What follows belongs to an exercise in optimizing a design on an open flow for small area; a production flow would make more cautious choices. Only simulation tests tie the RTL to the original design; equivalence was not proved. No activity file was given, so power comes from the tool's default toggle rates.

===== design.v =====
module project(CLK,reset,out,out2,dot_row,dot_col, right_button, left_button);
	input reset,CLK, right_button, left_button;
	output reg [6:0] out,out2;
	output reg [7:0] dot_row;
	output [15:0] dot_col;
	reg [6:0] c;           
	reg started;           
	wire ph0 = (c[1:0] == 2'b11);
	wire ph1 = (c[1:0] == 2'b00);
	wire ph2 = (c[1:0] == 2'b01);
	wire ph3 = (c[1:0] == 2'b10);
	wire [1:0] phase = c[1:0] + 2'd1;        
	wire dis = ph0 & (started | c[2]);
	wire sec = (c == 7'd123) & started;
	wire slot_last = (c[6:2] == 5'b11110);   
	wire slot_first = (c[6:2] == 5'b11111);  
	reg [1:0] ssr, ssl;    
	reg [2:0] xb;          
	reg xo;                
	reg [3:0] yb;          
	reg yo;                
	reg placed;
	reg [9:0] sc;
	reg [127:0] ring;      
	reg [7:0] S;
	reg R, L, D, F0, F1;
	reg [2:0] xm;          
	wire [2:0] xe = (placed & slot_first & ~ph0) ? xm : xb;
	wire [7:0] m2 = 8'b11 << xe;
	wire [7:0] MT = (xo | yo) ? m2 : (8'b1111 << xe);
	wire [7:0] MB = yo ? (xo ? m2 : (8'b1100 << xe)) : 8'b0;
	wire [3:0] yb1 = yb + 4'd1;
	wire [3:0] didx = c[5:2] + 4'd2;       
	reg [3:0] pa;
	always @* begin
		case (c[1:0])
			2'b00: pa = yb + 4'd4;
			2'b01: pa = yb + 4'd9;
			2'b10: pa = yb + 4'd14;
			default: pa = didx;
		endcase
	end
	wire oob = (ph2 & (yb == 4'd15)) | (ph3 & (yb[3:1] == 3'b111));
	wire [7:0] rd = (oob | ~started) ? 8'b0 : ring[{pa, 3'b000} +: 8];
	wire [7:0] prow = ((didx == yb) ? MT : 8'b0) | ((didx == yb1 && yb != 4'd15) ? MB : 8'b0);
	wire bot = (yb == 4'd15) | (yo & (yb == 4'd14));
	wire merge = bot | D;
	wire y0 = (yb == 4'd0);
	wire rem = F0 | F1;
	wire k2 = F0 & (F1 | y0);
	wire k1 = rem & ~k2;
	wire [3:0] Lrow = F1 ? yb1 : (y0 ? 4'd1 : yb);
	wire [9:0] sc1 = sc + {8'b0, k2, k1};
	wire [9:0] sc2 = (sc1[4:0] == 5'd10) ? {sc1[9:5] + 5'd1, 5'd0} : sc1;
	wire pass = (sec & merge) | (placed & slot_first & ~ph0);
	wire [1:0] lga = 2'd3 - phase;           
	wire pieceA = ~rem;                      
	wire pieceB = (yo & ~rem) | (k1 & F1) | (k1 & F0 & yo);  
	wire [255:0] g32 = {ring[127:64], 128'b0};
	reg [31:0] wout;
	reg [1:0] off;
	reg pc, zero;
	reg [7:0] s0d, s1d, s2d;
	integer w;
	always @* begin
		wout = 32'b0;
		for (w = 0; w < 4; w = w + 1) begin
			off = (pass & rem & ({lga, w[1:0]} <= Lrow)) ? (k2 ? 2'd2 : 2'd1) : 2'd0;
			zero = ~started | ((lga == 2'd0) & (w < off));
			pc = pass & ((({lga, w[1:0]} == yb) & pieceA) | (({lga, w[1:0]} == yb1) & (yb != 4'd15) & pieceB));
			s0d = ring[96 + 8*w +: 8];
			s1d = (w >= 1) ? ring[96 + 8*(w-1) +: 8] : ring[64 + 24 +: 8];
			s2d = (w >= 2) ? ring[96 + 8*(w-2) +: 8] : ring[64 + 8*(w+2) +: 8];
			wout[8*w +: 8] = (zero ? 8'b0 : ((off == 2'd0) ? s0d : (off == 2'd1) ? s1d : s2d)) | (pc ? MT : 8'b0);
		end
	end
	always @(posedge CLK) ring <= {ring[95:0], wout};
	always @(posedge CLK or negedge reset) begin
		if (!reset) begin
			c <= 7'd123;
			started <= 1'b0;
			ssr <= 2'b00; ssl <= 2'b00;
			xb <= 3'd0; xo <= 1'b0;
			yb <= 4'd0; yo <= 1'b0;
			placed <= 1'b0;
			sc <= 10'd0;
			S <= 8'b0;
			dot_row <= 8'b0;
		end else begin
			c <= c + 7'd1;
			if (c[2:0] == 3'b111) started <= 1'b1;
			if (dis) begin
				case (ssr)
					2'b00: if (~right_button) ssr <= 2'b01;
					2'b01: ssr <= 2'b10;
					2'b10: if (right_button) ssr <= 2'b00;
					default: ssr <= 2'b00;
				endcase
				case (ssl)
					2'b00: if (~left_button) ssl <= 2'b01;
					2'b01: ssl <= 2'b10;
					2'b10: if (left_button) ssl <= 2'b00;
					default: ssl <= 2'b00;
				endcase
				if (placed) begin
					xb <= 3'd0; xo <= 1'b1;
				end else if (ssr[0]) begin
					if (!((MT[7] | MB[7]) | R)) xb <= xb + 3'd1;
				end else if (ssl[0]) begin
					if (!((MT[0] | MB[0]) | L)) xb <= xb - 3'd1;
				end
				S <= rd | prow;
				dot_row <= ~S;
			end
			if (sec) begin
				placed <= merge;
				if (merge) sc <= sc2;
				else yb <= yb1;
			end
			if (placed & slot_first & ph3) begin
				yb <= 4'd0; yo <= 1'b1;
			end
		end
	end
	always @(posedge CLK) begin
		if (dis) xm <= xb;
		if (ph1) begin
			R <= |(rd & (MT << 1));
			L <= |(rd & (MT >> 1));
			if (slot_last) F0 <= &(rd | MT);
		end
		if (ph2) begin
			R <= R | (|(rd & (MB << 1)));
			L <= L | (|(rd & (MB >> 1)));
			if (slot_last) begin
				D <= |(rd & MT);
				F1 <= &(rd | MB);
			end
		end
		if (ph3 & slot_last) D <= D | (|(rd & MB));
	end
	assign dot_col = started ? (16'h8000 >> c[5:2]) : 16'h0000;
	always @* begin
		case (sc[4:0])
			5'd0: out = 7'b1000000;
			5'd1: out = 7'b1111001;
			5'd2: out = 7'b0100100;
			5'd3: out = 7'b0110000;
			5'd4: out = 7'b0011001;
			5'd5: out = 7'b0010010;
			5'd6: out = 7'b0000010;
			5'd7: out = 7'b1111000;
			5'd8: out = 7'b0000000;
			5'd9: out = 7'b0010000;
			5'd10: out = 7'b0001000;
			default: out = 7'b1000000;
		endcase
		case (sc[9:5])
			5'd0: out2 = 7'b1000000;
			5'd1: out2 = 7'b1111001;
			5'd2: out2 = 7'b0100100;
			5'd3: out2 = 7'b0110000;
			5'd4: out2 = 7'b0011001;
			5'd5: out2 = 7'b0010010;
			5'd6: out2 = 7'b0000010;
			5'd7: out2 = 7'b1111000;
			5'd8: out2 = 7'b0000000;
			5'd9: out2 = 7'b0010000;
			5'd10: out2 = 7'b0001000;
			default: out2 = 7'b1000000;
		endcase
	end
endmodule

===== run.sh =====
#!/bin/bash
# synth_recipe.tcl (not shown) runs the flow's synth.tcl, then flattens the netlist and writes it again
# the make line also repeats each setting of config.mk as NAME=value (left out here)
make -C /OpenROAD-flow-scripts/flow DESIGN_CONFIG=/design/flow/config.mk WORK_HOME=/design/flow/orfs CLKGATE_MAP_FILE= SYNTH_SCRIPT=/design/flow/synth_recipe.tcl finish

===== config.mk =====
export PLATFORM = sky130hd
export DESIGN_NAME = project
export DESIGN_NICKNAME = project
export VERILOG_FILES = /design/flow/design.v
export SDC_FILE = /design/flow/constraint.sdc
export NUM_CORES = 4
export LEC_CHECK = 0
export CAP_MARGIN = 20
export CORE_MARGIN = 2
export CORE_UTILIZATION = 65
export SLEW_MARGIN = 20

===== constraint.sdc =====
create_clock -name core_clock -period 15.0 [get_ports {CLK}]
set_input_delay 3.0000 -clock core_clock [delete_from_list [all_inputs] [get_ports {CLK}]]
set_output_delay 3.0000 -clock core_clock [all_outputs]
set_load 0.01 [all_outputs]

==> impl_results.md <==
- Run status: complete, no violations
- Number of synthesized flops with an enable pin: 8
- PortBufs: 41
- Vias/cell: 6.75
- Post-route insts no fill: 1,365
- Max incr delay on CP: 1030 ps
- Clock share of power: 48.1%
- Register area: 4010 um^2
- FF+latch count, synth: 184
- Via count: 9,208
- CP Cell Sequence: or3b_2 > nor3_1 > clkdlybuf4s50_1
- Initial core utilization: 66.4%
- Multi-input logic area: 5480 um^2
- Mean post-synth cell area: 8.62 um^2
- Hold wc startpoint: ring[17]
- Initial antenna violation count: 0
- CTS tree: built
- Synth top area cells: dfxtp_1 (25%), dfrtp_1 (10%), nand2_1 (6.9%)
- Largest net degree at the start of global routing: 53
- Mapped cell area: 10,100 um^2
- Fmax: 175 MHz
- Final clock skew: 12.4 ps
- Peak supply drop: 0.115 mV
- RSZ-0062 raised after global routing: no
- Area leader, netlist: dfxtp_1
- I/O pin count: 42
- Total Wirelength: 28.4 mm
- Sequential share of power: 51.1%
- Final setup fails: 0
- Clk Latency, worst-skew pair: 440 ps
- Hold_buf cts: 0
- Period utilization: 38.1%
- Worst EP required: 12,000 ps
- Worst-margin pin slew: 1110 ps
- First-pass GRT wire length: 44.3 mm
- Leak: 4.17 nW
- Cell Int Power: 0.741 mW
- Wire length per cell: 20.8 um
- Ant diodes: 0
- Longest Clk Path Bufs: 2
- # fillers: 1,175
- PD cells: 88.3 nW/um^2
- Overall Global Routing Usage: 34.6%
- Sw Share: 23.9%
- Post-route ant nets: 0
- Netlist cell types: 93
- Critical path arrival: 2720 ps
- Crit. End Element: output port
- Die ar.: 16,500 um^2
- Routability cong.: 0.942
- Pins Over Slew Limit: 0
- Clock transition at the registers of the reported paths: 80 ps
- Period minus WS final: 5720 ps
- Clock sink count: 184
- Net Switching: 0.233 mW
- GR Overflow Total: 0
- Die Height: 128 um
- DRC viols: 0
- Final TNS setup: 0 ps
- Die X: 128 um
- Row cnt: 45
- Synth async-reset ratio: 26.1%
- Max cap viols: 0
- Synthesis-to-finish area growth: 9.75%
- CP startpoint kind: register
- Combinational share of power: 0.8%
- Number of DRC markers in iteration 0: 1,164
- Crit path buf inv count: 1
- Share of the synthesized area in the top cell type: 25.5%
- Number of global-route vias before repair: 8,147
- Post-CTS Setup Repair Bufs: 0
- Detailed placer's ending HPWL: 18.6 mm
- Hold Fails Final Rpt: 0
- Share of layout cells above drive strength 1: 9.26%
- Top FF cell, synth: dfxtp_1
- Clock root buffer: clkbuf_16
- Power Total: 0.974 mW
- Warnings from Yosys: 1
- Total CTS buffers: 17
- Critical path's top delay family: flip-flops
- H-tree levels: 4
- Critical setup path kind: register to output port
- R2R Path Start: yb[2]
- Gate Count Post-Synth: 1,166
- # resized after CTS: 0
- TritonRoute pass-1 iters: 8
- Sequential share of the synthesized area: 39.9%
- Critical-path top delay cell: dfrtp_1
- DP Cell Count: 1,332
- HP Class: register to register
- Worst slew margin: 23.7%
- Nets: 1,208
- Critical Path Start: started
- Core area: 15,100 um^2
- Critical path fanouts, max: 27
- Syn_nets: 1,210
[cell usage in the layout (no fill, tap or decap), types with 7 or more instances in the layout]
master	n
nand3_1	62
nand4_1	7
a22o_1	11
xnor2_1	23
mux2i_1	12
xor2_1	7
mux2_2	10
a21o_1	12
o22ai_1	31
dfxtp_1	128
a21oi_1	66
buf_4	15
dfrtp_1	42
o21ai_0	74
o211ai_1	26
inv_1	32
edfxtp_1	8
a32o_1	11
and3_1	27
nand2b_1	7
a22oi_1	17
clkdlybuf4s50_1	40
a211oi_1	10
a31oi_1	25
nor3_1	18
nor2b_1	7
ha_1	38
nor2_1	59
nand2_1	185
clkbuf_16	17
[per-layer routing]
layer / up-vias / track usage (%) / share of wire [%]
met5: - / 0 / 0
met4: 0 / 13.3 / 3.2
met3: 99 / 5.82 / 10
met2: 515 / 52.2 / 45
met1: 4348 / 50.1 / 42
li1: 4246 / - / -
[layout make-up]
type,count,share of cell area [%]
multi-input cells,870,49.7
flip-flops and latches,184,36.4
repair buffers,57,4.95
clock inverters,15,1.84
well taps,188,2.13
clock buffers,17,3.86
inverters,34,1.16
[power groups by stage]
stage | clock network, mW | registers [mW] | logic, mW
2_1_floorplan | 0 | 0.508 | 0.00401
3_3_place_gp | 0 | 0.508 | 0.00781
3_5_place_dp | 0 | 0.509 | 0.00811
4_1_cts | 0.472 | 0.497 | 0.00811
5_1_grt | 0.492 | 0.498 | 0.00896
6_report | 0.469 | 0.498 | 0.00790
[final timing paths]
path / slack [ps] / to / cells after the start
worst max register to register: 10280 / sc[9] / 16
max in group asynchronous: 11930 / xb[1] / 2
worst max-delay path: 9280 / dot_col[15] / 3
min in group asynchronous: 2640 / sc[9] / 2
worst min register to register: 350 / ring[49] / 0
worst min-delay path: 350 / ring[49] / 0
[Yosys cell counts (26+ instances only)]
cell type	number
a21oi_1	66
and3_1	27
clkbuf_1	29
dfrtp_1	42
dfxtp_1	128
ha_1	38
inv_1	32
nand2_1	185
nand3_1	62
nor2_1	60
o211ai_1	26
o21ai_0	75
o22ai_1	31
[kinds of logic after synthesis]
logic type      Yosys count  synth area share [%]
compound gates          355                  24.0
fa+ha+maj                40                  5.13
xor+xnor                 31                  2.89
mux                      25                  2.83
simple gates            419                  19.6
buf+inv                 112                  5.65
flops                   184                  39.9
[through the flow]
| stage | instance area, um^2 | util, % | hold WS (ps) | worst slack [ps] |
|---|---|---|---|---|
| after floorplan | 10100 | - | 325 | 10490 |
| after global placement | 10400 | 68.5 | 327 | 9780 |
| after detailed placement | 10400 | 68.5 | 336 | 9780 |
| after CTS | 11000 | 72.6 | 353 | 9310 |
| after global routing | 11000 | 72.8 | 358 | 9180 |
| final | 11000 | 72.8 | 353 | 9280 |
[state kept, by name (all words and copies together), names as in the netlist, 3 cells and up]
name,cells
xb,3
S,8
dot_row,8
yb,4
sc,10
c,7
xm,3
ring,128

## what the ideal ports hide
In the flow no input, the clock included, has a driving cell. The finished layout below was timed again as built, in two steps. Step 1 sets driving cells, clkbuf_16 on the clock port and buf_2 on the other inputs (assumed; they add their load-dependent delay and slew). Step 2 moves the port delays by t, midway between the first and last clock arrival at a register: inputs arrive t later, outputs are due t later. That takes back most of the time a late clock gives input paths. Three values: ideal, step 1, step 2; two values: the first two.
shift t [ns]: 0.482
setup slack, ns: 9.278 / 9.235 / 9.717
hold WS [ns]: 0.353 / 0.353 / 0.353
After both steps setup and hold are still met in this run. For this run, drivers alone change the setup slack by -0.043 ns; drivers and shift together by +0.439 ns.
